This is an optimization exercise on Yosys and OpenROAD, whose aim is small area, a short achievable clock period and few clock cycles, not a production implementation.
Where RTL was checked, it was by simulation tests only, not by an equivalence proof against the original.
Only the layout flow was run in run 2; the RTL was not checked for function there.

[run.sh]
#!/bin/bash
# synth_recipe.tcl (not shown) runs the flow's synth.tcl, then flattens the netlist and writes it again
# the make line also repeats each setting of config.mk as NAME=value (left out here)
make -C /OpenROAD-flow-scripts/flow DESIGN_CONFIG=/design/flow/config.mk WORK_HOME=/design/flow/orfs CLKGATE_MAP_FILE= SYNTH_SCRIPT=/design/flow/synth_recipe.tcl finish
[config.mk]
export PLATFORM = sky130hd
export DESIGN_NAME = expr_unit
export DESIGN_NICKNAME = expr_unit
export VERILOG_FILES = /design/flow/design.v
export SDC_FILE = /design/flow/constraint.sdc
export NUM_CORES = 4
export LEC_CHECK = 0
export CAP_MARGIN = 20
export CORE_MARGIN = 2
export CORE_UTILIZATION = 40
export SLEW_MARGIN = 20
[constraint.sdc]
create_clock -name core_clock -period 90.0 [get_ports {clk}]
set_input_delay 18.0000 -clock core_clock [delete_from_list [all_inputs] [get_ports {clk}]]
set_output_delay 18.0000 -clock core_clock [all_outputs]
set_load 0.01 [all_outputs]
[design.v]
module controller(
  input clk, rst, start,
  output reg op_ready,
  output reg [3:0] alu1_sel1, alu1_sel2, log1_sel1, log1_sel2, mul1_sel1, mul1_sel2,
  output reg alu1_op,
  output reg [1:0] log1_op,
  output reg mul1_op,
  output reg done_next, result_en,
  output reg reg_alu0_en, reg_alu1_en, reg_alu3_en, reg_alu7_en, reg_alu8_en, reg_alu9_en, reg_log2_en, reg_log6_en, reg_mul4_en, reg_mul5_en
);
reg [3:0] state, next_state;
localparam S_IDLE = 0, S_DONE = 7;
localparam S_CYCLE_1 = 1;
localparam S_CYCLE_2 = 2;
localparam S_CYCLE_3 = 3;
localparam S_CYCLE_4 = 4;
localparam S_CYCLE_5 = 5;
localparam S_CYCLE_6 = 6;
always @(posedge clk or posedge rst) begin
  if (rst) state <= S_IDLE;
  else state <= next_state;
end
always @(*) begin
  op_ready = 1'b0;
  next_state = state;
  reg_alu0_en = 0;
  reg_alu1_en = 0;
  reg_log2_en = 0;
  reg_alu3_en = 0;
  reg_mul4_en = 0;
  reg_mul5_en = 0;
  reg_log6_en = 0;
  reg_alu7_en = 0;
  reg_alu8_en = 0;
  reg_alu9_en = 0;
  alu1_sel1 = 0;
  alu1_sel2 = 0;
  mul1_sel1 = 0;
  mul1_sel2 = 0;
  log1_sel1 = 0;
  log1_sel2 = 0;
  alu1_op = 0;
  mul1_op = 0;
  log1_op = 0;
  result_en = 0;
  done_next = 0;
  case (state)
    S_IDLE: begin
      op_ready = 1'b1;
      if (start) next_state = S_CYCLE_1;
    end
    S_CYCLE_1: begin
      alu1_op = 1'b0;
      alu1_sel1 = 1;
      alu1_sel2 = 2;
      reg_alu1_en = 1'b1;
      log1_op = 2'b01;
      log1_sel1 = 2;
      log1_sel2 = 0;
      reg_log2_en = 1'b1;
      mul1_op = 1'b1;
      mul1_sel1 = 2;
      mul1_sel2 = 1;
      reg_mul5_en = 1'b1;
      next_state = S_CYCLE_2;
    end
    S_CYCLE_2: begin
      alu1_op = 1'b1;
      alu1_sel1 = 0;
      alu1_sel2 = 1;
      reg_alu0_en = 1'b1;
      log1_op = 2'b00;
      log1_sel1 = 1;
      log1_sel2 = 2;
      reg_log6_en = 1'b1;
      next_state = S_CYCLE_3;
    end
    S_CYCLE_3: begin
      alu1_op = 1'b1;
      alu1_sel1 = 4;
      alu1_sel2 = 5;
      reg_alu3_en = 1'b1;
      next_state = S_CYCLE_4;
    end
    S_CYCLE_4: begin
      mul1_op = 1'b1;
      mul1_sel1 = 3;
      mul1_sel2 = 6;
      reg_mul4_en = 1'b1;
      alu1_op = 1'b1;
      alu1_sel1 = 0;
      alu1_sel2 = 9;
      reg_alu7_en = 1'b1;
      next_state = S_CYCLE_5;
    end
    S_CYCLE_5: begin
      alu1_op = 1'b0;
      alu1_sel1 = 8;
      alu1_sel2 = 10;
      reg_alu8_en = 1'b1;
      next_state = S_CYCLE_6;
    end
    S_CYCLE_6: begin
      alu1_op = 1'b0;
      alu1_sel1 = 7;
      alu1_sel2 = 11;
      reg_alu9_en = 1'b1;
      result_en = 1'b1;
      next_state = S_DONE;
    end
    S_DONE: begin
      done_next = 1'b1;
      next_state = S_IDLE;
    end
  endcase
end
endmodule
module datapath(
  input clk, rst,
  input [31:0] i1,
  input [31:0] i2,
  input [31:0] i3,
  input [3:0] alu1_sel1,
  input [3:0] alu1_sel2,
  input [3:0] log1_sel1,
  input [3:0] log1_sel2,
  input [3:0] mul1_sel1,
  input [3:0] mul1_sel2,
  input alu1_op,
  input [1:0] log1_op,
  input mul1_op,
  input done_next,
  input result_en,
  input reg_alu0_en,
  input reg_alu1_en,
  input reg_alu3_en,
  input reg_alu7_en,
  input reg_alu8_en,
  input reg_alu9_en,
  input reg_log2_en,
  input reg_log6_en,
  input reg_mul4_en,
  input reg_mul5_en,
  output reg [31:0] result,
  output reg done
);
wire [31:0] alu1_out;
wire [31:0] alu1_op1, alu1_op2;
wire [31:0] mul1_out;
wire [31:0] mul1_op1, mul1_op2;
wire [31:0] log1_out;
wire [31:0] log1_op1, log1_op2;
reg [31:0] reg_alu0;
reg [31:0] reg_alu1;
reg [31:0] reg_alu3;
reg [31:0] reg_alu7;
reg [31:0] reg_alu8;
reg [31:0] reg_alu9;
reg [31:0] reg_log2;
reg [31:0] reg_log6;
reg [31:0] reg_mul4;
reg [31:0] reg_mul5;
reg [31:0] alu1_op1_reg;
always @(*) begin
  case (alu1_sel1)
    4'd0: alu1_op1_reg = i1;
    4'd1: alu1_op1_reg = i2;
    4'd2: alu1_op1_reg = i3;
    4'd3: alu1_op1_reg = reg_alu0;
    4'd4: alu1_op1_reg = reg_alu1;
    4'd5: alu1_op1_reg = reg_log2;
    4'd6: alu1_op1_reg = reg_alu3;
    4'd7: alu1_op1_reg = reg_mul4;
    4'd8: alu1_op1_reg = reg_mul5;
    4'd9: alu1_op1_reg = reg_log6;
    4'd10: alu1_op1_reg = reg_alu7;
    4'd11: alu1_op1_reg = reg_alu8;
    4'd12: alu1_op1_reg = reg_alu9;
    default: alu1_op1_reg = 0;
  endcase
end
assign alu1_op1 = alu1_op1_reg;
reg [31:0] alu1_op2_reg;
always @(*) begin
  case (alu1_sel2)
    4'd0: alu1_op2_reg = i1;
    4'd1: alu1_op2_reg = i2;
    4'd2: alu1_op2_reg = i3;
    4'd3: alu1_op2_reg = reg_alu0;
    4'd4: alu1_op2_reg = reg_alu1;
    4'd5: alu1_op2_reg = reg_log2;
    4'd6: alu1_op2_reg = reg_alu3;
    4'd7: alu1_op2_reg = reg_mul4;
    4'd8: alu1_op2_reg = reg_mul5;
    4'd9: alu1_op2_reg = reg_log6;
    4'd10: alu1_op2_reg = reg_alu7;
    4'd11: alu1_op2_reg = reg_alu8;
    4'd12: alu1_op2_reg = reg_alu9;
    default: alu1_op2_reg = 0;
  endcase
end
assign alu1_op2 = alu1_op2_reg;
reg [31:0] mul1_op1_reg;
always @(*) begin
  case (mul1_sel1)
    4'd0: mul1_op1_reg = i1;
    4'd1: mul1_op1_reg = i2;
    4'd2: mul1_op1_reg = i3;
    4'd3: mul1_op1_reg = reg_alu0;
    4'd4: mul1_op1_reg = reg_alu1;
    4'd5: mul1_op1_reg = reg_log2;
    4'd6: mul1_op1_reg = reg_alu3;
    4'd7: mul1_op1_reg = reg_mul4;
    4'd8: mul1_op1_reg = reg_mul5;
    4'd9: mul1_op1_reg = reg_log6;
    4'd10: mul1_op1_reg = reg_alu7;
    4'd11: mul1_op1_reg = reg_alu8;
    4'd12: mul1_op1_reg = reg_alu9;
    default: mul1_op1_reg = 0;
  endcase
end
assign mul1_op1 = mul1_op1_reg;
reg [31:0] mul1_op2_reg;
always @(*) begin
  case (mul1_sel2)
    4'd0: mul1_op2_reg = i1;
    4'd1: mul1_op2_reg = i2;
    4'd2: mul1_op2_reg = i3;
    4'd3: mul1_op2_reg = reg_alu0;
    4'd4: mul1_op2_reg = reg_alu1;
    4'd5: mul1_op2_reg = reg_log2;
    4'd6: mul1_op2_reg = reg_alu3;
    4'd7: mul1_op2_reg = reg_mul4;
    4'd8: mul1_op2_reg = reg_mul5;
    4'd9: mul1_op2_reg = reg_log6;
    4'd10: mul1_op2_reg = reg_alu7;
    4'd11: mul1_op2_reg = reg_alu8;
    4'd12: mul1_op2_reg = reg_alu9;
    default: mul1_op2_reg = 0;
  endcase
end
assign mul1_op2 = mul1_op2_reg;
reg [31:0] log1_op1_reg;
always @(*) begin
  case (log1_sel1)
    4'd0: log1_op1_reg = i1;
    4'd1: log1_op1_reg = i2;
    4'd2: log1_op1_reg = i3;
    4'd3: log1_op1_reg = reg_alu0;
    4'd4: log1_op1_reg = reg_alu1;
    4'd5: log1_op1_reg = reg_log2;
    4'd6: log1_op1_reg = reg_alu3;
    4'd7: log1_op1_reg = reg_mul4;
    4'd8: log1_op1_reg = reg_mul5;
    4'd9: log1_op1_reg = reg_log6;
    4'd10: log1_op1_reg = reg_alu7;
    4'd11: log1_op1_reg = reg_alu8;
    4'd12: log1_op1_reg = reg_alu9;
    default: log1_op1_reg = 0;
  endcase
end
assign log1_op1 = log1_op1_reg;
reg [31:0] log1_op2_reg;
always @(*) begin
  case (log1_sel2)
    4'd0: log1_op2_reg = i1;
    4'd1: log1_op2_reg = i2;
    4'd2: log1_op2_reg = i3;
    4'd3: log1_op2_reg = reg_alu0;
    4'd4: log1_op2_reg = reg_alu1;
    4'd5: log1_op2_reg = reg_log2;
    4'd6: log1_op2_reg = reg_alu3;
    4'd7: log1_op2_reg = reg_mul4;
    4'd8: log1_op2_reg = reg_mul5;
    4'd9: log1_op2_reg = reg_log6;
    4'd10: log1_op2_reg = reg_alu7;
    4'd11: log1_op2_reg = reg_alu8;
    4'd12: log1_op2_reg = reg_alu9;
    default: log1_op2_reg = 0;
  endcase
end
assign log1_op2 = log1_op2_reg;
reg [31:0] alu1_out_reg;
always @(*) begin
  case (alu1_op)
    1'b0: alu1_out_reg = alu1_op1 + alu1_op2;
    1'b1: alu1_out_reg = alu1_op1 - alu1_op2;
    default: alu1_out_reg = 0;
  endcase
end
assign alu1_out = alu1_out_reg;
reg [31:0] mul1_out_reg;
always @(*) begin
  case (mul1_op)
    1'b0: mul1_out_reg = mul1_op1 * mul1_op2;
    1'b1: mul1_out_reg = (mul1_op2 == 32'd0) ? 32'hFFFFFFFF : mul1_op1 / mul1_op2;  
    default: mul1_out_reg = 0;
  endcase
end
assign mul1_out = mul1_out_reg;
reg [31:0] log1_out_reg;
always @(*) begin
  case (log1_op)
    2'b00: log1_out_reg = log1_op1 & log1_op2;
    2'b01: log1_out_reg = log1_op1 | log1_op2;
    2'b10: log1_out_reg = log1_op1 ^ log1_op2;
    default: log1_out_reg = 0;
  endcase
end
assign log1_out = log1_out_reg;
always @(posedge clk or posedge rst) begin
  if (rst) begin
    reg_alu0 <= 0;
    reg_alu1 <= 0;
    reg_alu3 <= 0;
    reg_alu7 <= 0;
    reg_alu8 <= 0;
    reg_alu9 <= 0;
    reg_log2 <= 0;
    reg_log6 <= 0;
    reg_mul4 <= 0;
    reg_mul5 <= 0;
    result <= 0;
    done <= 0;
  end else begin
    done <= done_next;
    if (reg_alu0_en) reg_alu0 <= alu1_out;
    if (reg_alu1_en) reg_alu1 <= alu1_out;
    if (reg_log2_en) reg_log2 <= log1_out;
    if (reg_alu3_en) reg_alu3 <= alu1_out;
    if (reg_mul4_en) reg_mul4 <= mul1_out;
    if (reg_mul5_en) reg_mul5 <= mul1_out;
    if (reg_log6_en) reg_log6 <= log1_out;
    if (reg_alu7_en) reg_alu7 <= alu1_out;
    if (reg_alu8_en) reg_alu8 <= alu1_out;
    if (reg_alu9_en) reg_alu9 <= alu1_out;
    if (result_en) result <= alu1_out;
  end
end
endmodule
module expr_unit(
  input clk,
  input rst,
  input start,
  input [31:0] i1,
  input [31:0] i2,
  input [31:0] i3,
  output op_ready,
  output done,
  output [31:0] result
);
wire [3:0] alu1_sel1, alu1_sel2, log1_sel1, log1_sel2, mul1_sel1, mul1_sel2;
wire alu1_op;
wire [1:0] log1_op;
wire mul1_op;
wire done_next, result_en;
wire reg_alu0_en, reg_alu1_en, reg_alu3_en, reg_alu7_en, reg_alu8_en, reg_alu9_en;
wire reg_log2_en, reg_log6_en, reg_mul4_en, reg_mul5_en;
controller u_ctrl(
  .clk(clk), .rst(rst), .start(start),
  .op_ready(op_ready),
  .alu1_sel1(alu1_sel1), .alu1_sel2(alu1_sel2),
  .log1_sel1(log1_sel1), .log1_sel2(log1_sel2),
  .mul1_sel1(mul1_sel1), .mul1_sel2(mul1_sel2),
  .alu1_op(alu1_op), .log1_op(log1_op), .mul1_op(mul1_op),
  .done_next(done_next), .result_en(result_en),
  .reg_alu0_en(reg_alu0_en), .reg_alu1_en(reg_alu1_en), .reg_alu3_en(reg_alu3_en),
  .reg_alu7_en(reg_alu7_en), .reg_alu8_en(reg_alu8_en), .reg_alu9_en(reg_alu9_en),
  .reg_log2_en(reg_log2_en), .reg_log6_en(reg_log6_en),
  .reg_mul4_en(reg_mul4_en), .reg_mul5_en(reg_mul5_en)
);
datapath u_dp(
  .clk(clk), .rst(rst),
  .i1(i1), .i2(i2), .i3(i3),
  .alu1_sel1(alu1_sel1), .alu1_sel2(alu1_sel2),
  .log1_sel1(log1_sel1), .log1_sel2(log1_sel2),
  .mul1_sel1(mul1_sel1), .mul1_sel2(mul1_sel2),
  .alu1_op(alu1_op), .log1_op(log1_op), .mul1_op(mul1_op),
  .done_next(done_next), .result_en(result_en),
  .reg_alu0_en(reg_alu0_en), .reg_alu1_en(reg_alu1_en), .reg_alu3_en(reg_alu3_en),
  .reg_alu7_en(reg_alu7_en), .reg_alu8_en(reg_alu8_en), .reg_alu9_en(reg_alu9_en),
  .reg_log2_en(reg_log2_en), .reg_log6_en(reg_log6_en),
  .reg_mul4_en(reg_mul4_en), .reg_mul5_en(reg_mul5_en),
  .result(result), .done(done)
);
endmodule
==> impl_metrics.tcl, run 1 <==
set metrics [dict create \
    run_status "no timing/DRC/antenna violations" \
    synth.distinct_cells 100 \
    synth.avg_cell_area_um2 7.32 \
    hold_start "u_dp.reg_log2[6]" \
    antenna-diode-count 0 \
    initial_antenna_violation_count 0 \
    detail_route.first_pass.iterations 6 \
    synth_seq_area_share_pct 17.8 \
    crit_path_top_delay_cell "sky130_fd_sc_hd__or4b_2" \
    part_of_the_cycle_the_worst_path_needs_pct 96.3 \
    worst-slew-pin-transition_ps 1110 \
    synth.largest_area_cell "sky130_fd_sc_hd__dfrtp_1" \
    ioPinCount 133 \
    final_cells 8046 \
    placeableCoreArea_um2 113000 \
    critical-path-max-stage-delay_ps 610 \
    max-clock-path-buffers 3 \
    io_buffers 132 \
    worst-r2r-setup-slack_ps 18660 \
    dieWidth_um 342 \
    report.final.setup_viol 0 \
    num-nets-final 7186 \
    gpl.final_weighted_congestion 0.985 \
    timing.final.max_slew_violations 0 \
    yosysMostFrequentCell "sky130_fd_sc_hd__nand2_1" \
    dp_hpwl_mm 147 \
    cts-htree-levels 2 \
    die_height_um 342 \
    max_clock_freq_ghz 0.0115 \
    critPathRequiredTime_ps 90420 \
    critPathLaunch "i2[0]" \
    drcViolationCount 0 \
    combined_area_of_all_synthesized_cells_um2 45600 \
    congestion_overflow_gr 0 \
    die-area_um2 117000 \
    post_synth_most_frequent_cells "sky130_fd_sc_hd__nand2_1 (840), sky130_fd_sc_hd__o21ai_0 (636), sky130_fd_sc_hd__nor2_1 (567), sky130_fd_sc_hd__ha_1 (565), sky130_fd_sc_hd__a21oi_1 (443)" \
    worst_path_most_repeated_cell "sky130_fd_sc_hd__ha_1" \
    arrival_ps 87110 \
    tritoncts_clock_tree "done" \
    worst-r2r-cell-count 343 \
    area.growth.synth_to_final_pct 17.8 \
    grt_max_degree 145 \
    initialDrtViolationCount 5020 \
    timing.setup.tns_ps 0 \
    avgViaCountPerCell 6.19 \
    postSynthCellCount 6229 \
    post_route_cells_drive_above_1_share_pct 14.5 \
    num_vias 49800 \
    route.antenna.remaining_nets 0 \
    largest_driver_fanout_on_the_critical_path 20 \
    startpoint_class "primary input" \
    timing.critical_path.to_type "flip-flop" \
    postSynth.asyncResetShare_pct 100 \
    cap_viol_max_count 0 \
    finalHoldWorstSlack_ps 467 \
    dp_cell_count 7912 \
    hold_class "reg2reg" \
    cts_hold_repair.buffers 0 \
    criticalPathCategory "in2reg" \
    ys_dominant_reg_cell "sky130_fd_sc_hd__dfrtp_1" \
    netlist_top_cells_area "sky130_fd_sc_hd__dfrtp_1 (18%), sky130_fd_sc_hd__ha_1 (15%), sky130_fd_sc_hd__o21ai_0 (7.0%), sky130_fd_sc_hd__nand2_1 (6.9%), sky130_fd_sc_hd__a21oi_1 (4.9%)" \
    max_slew_margin_pct 25.5 \
    postRouteWirelength_mm 194 \
    first_global_vias 46700 \
    floorplan.initialDensity_pct 40.4 \
    fin_skew_ps 35.6 \
    clk_pin_slew_worst_paths_ps 60 \
    layout_min_cycle_time_ps 86700 \
    clk_sink_count 324 \
    portion_of_synthesized_cell_area_occupied_by_the_leading_cell_type_pct 17.8 \
    grt_use_total_pct 31.8 \
    cts_root_buf "sky130_fd_sc_hd__clkbuf_16" \
    synth-edff-count 0 \
    worstSkewPairLatency_ps 550 \
    worst_setup_path_endpoint "u_dp.reg_mul5[0]" \
    cts_inserted_buffers 34 \
    synth.ff_latch_count 324 \
    wire_length_of_the_first_global_routing_pass_mm 290 \
    synth.yosys.warnings 2 \
    nFillCells 11400 \
    worst_flop_to_flop_path_endpoint "u_dp.reg_mul5[0]" \
    final_util_pct 47.6 \
    synthesized_net_count 6894 \
    timing.final.hold_violations 0 \
    routedWlPerCell_um 24.1 \
    number_of_rows_in_the_core_area 123 \
    worstReg2RegStart "u_ctrl.state[2]" \
]
## stage by stage
step | area [µm²] | setup WS [ps]
2_1_floorplan | 45600 | 116
3_3_place_gp | 50600 | -1770
3_5_place_dp | 50600 | -2080
4_1_cts | 52000 | 10.0
5_1_grt | 53800 | -552
6_report | 53800 | 3300
## cells in the final DEF, fill, tap and decap left out, drive strengths merged, types with 16 or more instances in the layout
cell           synthesis  layout
dfrtp                324     324
a31oi                 74      74
a22oi                110     110
a211oi                33      33
a21o                 180     180
inv                  190     187
a31o                  22      22
o221ai                30      30
xnor2                236     236
and4                  16      16
a22o                  29      29
o22ai                 42      42
mux2                  77      77
and2                  43      43
nand4                 54      54
a211o                 26      26
o221a                 30      30
or2                   27      27
buf                   65     432
mux2i                 32      32
xor2                 155     155
o211ai                39      39
and3                  42      42
nand2                841     841
nor2                 568     568
nand2b                52      52
o31ai                 34      34
a221oi                39      39
nor2b                 92      92
nor3                 190     190
o21bai                41      41
clkdlybuf4s50          0     131
o21a                 141     141
nor4                  31      31
a21oi                443     443
o21ai                646     646
nand3                160     160
ha                   565     565
clkbuf               245      52
or3                   53      53
## worst min path at each step
stage                     depth (start not counted)  slack, ps           endpoint
after floorplan                                   2        430   u_dp.reg_log2[4]
after global placement                            2        450   u_dp.reg_log2[6]
after detailed placement                          2        460   u_dp.reg_log2[6]
after CTS                                         2        470  u_dp.reg_log2[27]
after global routing                              2        480   u_dp.reg_log2[3]
final                                             2        470   u_dp.reg_log2[6]
## logic make-up (layout without fill, tap and decap cells)
| logic type | after synthesis | count (layout) | share of synthesized area, % |
|---|---|---|---|
| compound gates | 2113 | 2113 | 29.9 |
| buf+inv | 508 | 825 | 4.34 |
| xor+xnor | 391 | 391 | 7.51 |
| simple gates | 2216 | 2216 | 22.2 |
| fa+ha+maj | 566 | 566 | 15.5 |
| flops | 324 | 324 | 17.8 |
| mux | 111 | 111 | 2.70 |
## repair_timing
action	4_1_cts	5_1_grt
endpoints found under the setup margin	2	6
gates resized for setup	31	287
endpoints found under the hold margin	0	0
pin swaps	4	89
cloned	0	2
setup buffers	6	64
## critical path: cells and delay by family
kind / cells / cell delay, ps
fa+ha+maj: 32 / 9620
compound gates: 161 / 30920
simple gates: 105 / 20290
mux: 6 / 1850
xor+xnor: 1 / 80
buf+inv: 37 / 6290
## metal layers
layer / wire length, µm / vias to the layer above / GRT usage (%)
met4: 9070 / 0 / 12.4
met3: 15500 / 428 / 3.91
li1: - / 23400 / -
met5: 0 / - / 0
met1: 81600 / 23800 / 42.5
met2: 88000 / 2156 / 52.2
## layout make-up
type	count	area, µm²	area share, %
tap	1500	1880	3.49
timing repair buffer	566	4810	8.94
sequential	324	8110	15.1
clock inverter	11	161	0.300
clock buffer	50	1030	1.92
inverter	198	766	1.42
multi-input combinational	5397	37000	68.8
Testbench counts, summed over its fixed seeds: cycles 4,096.
==> run 2, diff against run 1 <==
==> design.v (replaced) <==
module expr_unit(
  input clk,
  input rst,
  input start,
  input [31:0] i1,
  input [31:0] i2,
  input [31:0] i3,
  output op_ready,
  output done,
  output [31:0] result
);
localparam K  = 8;           
localparam NC = 32 / K;      
reg s_idle, s_pre, s_div, s_fin, done_r;
reg [2:0] cnt;
reg [31:0] qa;    
reg [31:0] qc;    
reg [31:0] b;     
reg [31:0] d1;    
reg [31:0] r1, r2;
reg [31:0] res;
assign op_ready = s_idle;
assign done = done_r;
assign result = res;
wire [31:0] x1  = qa - b;
wire [31:0] d1n = b - (qa & ~qc);
wire [31:0] e   = qa - (b & qc);
wire z1 = (d1n == 32'd0);
wire z2 = (b == 32'd0);
function [31:0] above;
  input [31:0] d;
  integer p;
  begin
    above[31] = 1'b0;
    for (p = 30; p >= 0; p = p - 1) above[p] = above[p+1] | d[p+1];
  end
endfunction
function [NC-1:0] needc;
  input [31:0] x, d;
  reg [31:0] da;
  integer c;
  begin
    da = above(d);
    for (c = 0; c < NC; c = c + 1) needc[c] = |((x >> (K*c)) & ~da);
  end
endfunction
wire [NC-1:0] need = (z1 ? {NC{1'b0}} : needc(x1, d1n)) | (z2 ? {NC{1'b0}} : needc(qc, b));
reg [2:0] ncyc;
reg [31:0] r1i, r2i, q1i, q2i;
integer c;
always @(*) begin
  ncyc = 3'd0;
  for (c = 0; c < NC; c = c + 1) if (need[c]) ncyc = c + 1;
  r1i = 32'd0; r2i = 32'd0; q1i = 32'd0; q2i = 32'd0;
  for (c = 1; c <= NC; c = c + 1)
    if (ncyc == c) begin
      r1i = x1 >> (K*c);
      r2i = qc >> (K*c);
      q1i = x1 << (32 - K*c);
      q2i = qc << (32 - K*c);
    end
  if (z1) q1i = 32'hFFFFFFFF;
  if (z2) q2i = 32'hFFFFFFFF;
end
function [63:0] steps;    
  input [31:0] r, q, d;
  reg [32:0] t;
  reg [33:0] df;
  integer s;
  begin
    for (s = 0; s < K; s = s + 1) begin
      t = {r, q[31]};
      df = {1'b0, t} - {2'b00, d};
      q = {q[30:0], ~df[33]};
      r = df[33] ? t[31:0] : df[31:0];
    end
    steps = {r, q};
  end
endfunction
wire [63:0] st1 = steps(r1, qa, d1);
wire [63:0] st2 = steps(r2, qc, b);
always @(posedge clk or posedge rst) begin
  if (rst) begin
    s_idle <= 1'b1;
    s_pre <= 1'b0;
    s_div <= 1'b0;
    s_fin <= 1'b0;
    done_r <= 1'b0;
  end else begin
    s_idle <= (s_idle & ~start) | s_fin;
    s_pre <= s_idle & start;
    s_div <= (s_pre & (ncyc != 3'd0)) | (s_div & (cnt != 3'd1));
    s_fin <= (s_pre & (ncyc == 3'd0)) | (s_div & (cnt == 3'd1));
    done_r <= s_fin;
  end
end
always @(posedge clk) begin
  b <= i2;
  if (s_idle) begin
    qa <= i1;
    qc <= i3;
  end else if (s_pre) begin
    qa <= q1i;
    qc <= q2i;
  end else begin
    qa <= st1[31:0];
    qc <= st2[31:0];
  end
  if (s_pre) begin
    r1 <= r1i;
    r2 <= r2i;
    d1 <= d1n;
    cnt <= ncyc;
  end else begin
    r1 <= st1[63:32];
    r2 <= st2[63:32];
    cnt <= cnt - 3'd1;
  end
  if (s_pre) res <= e;
  else if (s_fin) res <= res + qa + qc;
end
endmodule
==> run 2 against run 1 <==
Via count shrank 1.7%. Highest routed layer unchanged. Core utilization shrank 3.6 points. Die area grew 3.7%. Global-route usage shrank 2.7 points. Sequential share of layout area shrank 4.2 points. Area after synthesis grew 3.8%. Clock-buffer cell count shrank 8. Critical endpoint is now r1[19]. Critical path type is now reg2reg. Hold slack gained 12 ps.
==> impl_metrics.tcl, run 2 <==
set metrics [dict create \
    run_status "no timing/DRC/antenna violations" \
    gpl.final_weighted_congestion 1.00 \
    num-nets-final 7133 \
    avgViaCountPerCell 6.22 \
    criticalPathCategory "reg2reg" \
    worst-slew-pin-transition_ps 1100 \
    ys_dominant_reg_cell "sky130_fd_sc_hd__dfxtp_1" \
    num_vias 49000 \
    cts_hold_repair.buffers 0 \
    die_height_um 348 \
    combined_area_of_all_synthesized_cells_um2 47300 \
    grt_use_total_pct 29.2 \
    hold_class "reg2reg" \
    yosysMostFrequentCell "sky130_fd_sc_hd__ha_1" \
    synthesized_net_count 7006 \
    clk_pin_slew_worst_paths_ps 60 \
    postRouteWirelength_mm 184 \
    floorplan.initialDensity_pct 40.2 \
    portion_of_synthesized_cell_area_occupied_by_the_leading_cell_type_pct 17.7 \
    cap_viol_max_count 0 \
    synth-edff-count 96 \
    initialDrtViolationCount 4258 \
    post_route_cells_drive_above_1_share_pct 7.89 \
    critical-path-max-stage-delay_ps 740 \
    fin_skew_ps 15.1 \
    ioPinCount 133 \
    synth_seq_area_share_pct 11.9 \
    worstSkewPairLatency_ps 620 \
    die-area_um2 121000 \
    cts_root_buf "sky130_fd_sc_hd__clkbuf_16" \
    max_clock_freq_ghz 0.0297 \
    arrival_ps 34170 \
    crit_path_top_delay_cell "sky130_fd_sc_hd__a221oi_1" \
    critPathRequiredTime_ps 90510 \
    synth.avg_cell_area_um2 7.65 \
    grt_max_degree 101 \
    unrepaired_setup_endpoints_after_global_routing "false" \
    dieWidth_um 348 \
    max_slew_margin_pct 24.9 \
    clk_sink_count 232 \
    layout.cells.most_common_list "sky130_fd_sc_hd__ha_1 (669), sky130_fd_sc_hd__a21oi_1 (541), sky130_fd_sc_hd__nand2_1 (516)" \
    timing.final.max_slew_violations 0 \
    postSynth.asyncResetShare_pct 2.16 \
    wire_length_of_the_first_global_routing_pass_mm 277 \
    nFillCells 11900 \
    route.antenna.remaining_nets 0 \
    drcViolationCount 0 \
    cts_repair_resize_count 0 \
    largest_driver_fanout_on_the_critical_path 38 \
    detail_route.first_pass.iterations 14 \
    part_of_the_cycle_the_worst_path_needs_pct 37.4 \
    timing.critical_path.to_type "flip-flop" \
    post_cts_setup_repair_bufs 0 \
    number_of_rows_in_the_core_area 126 \
    final_util_pct 44.1 \
    tritoncts_clock_tree "done" \
    synth.ff_latch_count 232 \
    postSynthCellCount 6187 \
    io_buffers 132 \
    timing.final.hold_violations 0 \
    post_synth_most_frequent_cells "sky130_fd_sc_hd__ha_1 (669), sky130_fd_sc_hd__a21oi_1 (542), sky130_fd_sc_hd__nand2_1 (516), sky130_fd_sc_hd__nor2_1 (509), sky130_fd_sc_hd__o21ai_0 (431)" \
    first_global_vias 46900 \
    synth.distinct_cells 109 \
    synth.yosys.warnings 1 \
    routedWlPerCell_um 23.3 \
    max-clock-path-buffers 3 \
    cts_inserted_buffers 31 \
    placeableCoreArea_um2 118000 \
    cts-htree-levels 1 \
    area.growth.synth_to_final_pct 9.67 \
    netlist_top_cells_area "sky130_fd_sc_hd__ha_1 (18%), sky130_fd_sc_hd__xnor2_1 (6.2%), sky130_fd_sc_hd__edfxtp_1 (6.1%), sky130_fd_sc_hd__a21oi_1 (5.7%), sky130_fd_sc_hd__dfxtp_1 (5.5%)" \
    timing.setup.tns_ps 0 \
    layout_min_cycle_time_ps 33660 \
    dp_hpwl_mm 147 \
    congestion_overflow_gr 0 \
    initial_antenna_violation_count 2 \
    antenna-diode-count 0 \
    report.final.setup_viol 0 \
    synth.largest_area_cell "sky130_fd_sc_hd__ha_1" \
    most_frequent_standard_cell_in_the_layout_excluding_fill_and_tap_cells "sky130_fd_sc_hd__ha_1" \
    startpoint_class "flip-flop" \
]
==> run 2: changes by cell type in the layout (fill, tap and decap cells not counted), moves of 131 or more <==
cell / before / now
sky130_fd_sc_hd__a21oi_1: 390 / 541
sky130_fd_sc_hd__mux2_2: 75 / 216
sky130_fd_sc_hd__buf_4: 405 / 112
sky130_fd_sc_hd__nand2_1: 833 / 516
sky130_fd_sc_hd__inv_1: 170 / 348
sky130_fd_sc_hd__dfrtp_1: 321 / 3
sky130_fd_sc_hd__o21ai_0: 598 / 429
sky130_fd_sc_hd__dfxtp_1: 0 / 131
==> run 2: logic make-up (layout without fill, tap and decap cells) <==
logic type,after synthesis,after routing,synth area share (%)
xor+xnor,486,486,8.99
mux,329,329,7.65
buf+inv,503,655,4.12
compound gates,2107,2107,29.4
flops,232,232,11.9
simple gates,1810,1810,18.1
fa+ha+maj,720,720,19.8
==> run 2: final cells by class <==
class | count | area, µm² | share of cell area, %
Inverter | 352 | 1320 | 2.55
Tap cell | 1536 | 1920 | 3.70
Timing Repair Buffer | 245 | 2180 | 4.20
Clock inverter | 16 | 155 | 0.299
Multi-Input combinational cell | 5452 | 39800 | 76.7
Sequential cell | 232 | 5640 | 10.9
Clock buffer | 42 | 900 | 1.73
==> run 2: metrics by stage <==
stage	cell area (µm²)	worst slack (ps)	std cells	hold WS (ps)
finish	51900	56340	7875	479
CTS	51900	56540	7872	472
detailed placement	50800	56720	7814	443
global route	51900	54390	7875	498
global placement	50800	57010	7814	426
floorplan	47300	62140	6187	361
==> run 2: path summary, 6_finish.rpt <==
| path | from | end | slack, ps | depth (start not counted) |
|---|---|---|---|---|
| worst min register to register | s_fin | done_r | 480 | 0 |
| worst max-delay path | d1[1] | r1[19] | 56340 | 123 |
| worst min-delay path | s_fin | done_r | 480 | 0 |
| worst max register to register | d1[1] | r1[19] | 56340 | 123 |
| min in group asynchronous | rst | s_fin | 17580 | 2 |
| max in group asynchronous | rst | s_idle | 72180 | 2 |
==> run 2: worst max-delay path, delay by kind of cell, from the launching register on <==
family                     cells  cell delay, ps
DFF                            1             660
adders and majority gates      8            2240
buffers and inverters         10            2530
muxes                          6            2150
AOI/OAI and AO/OA             70           21090
and+or+nand+nor               29            4680
==> run 2: layer usage <==
metal / global-route usage (%) / wire length (µm) / vias to the layer above
met2: 47.8 / 81300 / 2077
met5: 0 / 0 / -
li1: - / - / 23300
met4: 13.4 / 9930 / 0
met1: 38.2 / 78600 / 23200
met3: 3.43 / 13900 / 434

-- afterwards: timing with drivers on the ports --
No port has a modelled driver above. Below, the same layouts with a new extraction and two added sets of constraints. Step 1, drivers: a clkbuf_16 drives clk and a buf_2 each remaining input, both assumed. Step 2 moves the port delays by t, midway between the first and last clock arrival at a register: inputs arrive t later, outputs are due t later. That takes back most of the time a late clock gives input paths. Slacks: ideal / step 1 / step 2; pairs: ideal / step 1.
run	t, ns	slack for setup (ns)	worst hold slack (ns)	worst slew at a driven data input, ns	pins driven straight from the clock port
run 1	0.587	3.304 / 3.335 / 2.748	0.467 / 0.467 / 0.467	0.04	1
run 2	0.681	56.339 / 56.339 / 56.339	0.479 / 0.479 / 0.479	0.06	1
After both steps every run listed still meets setup and hold. For run 1, which loses most, drivers alone change the setup slack by +0.031 ns; drivers and shift together by -0.556 ns.
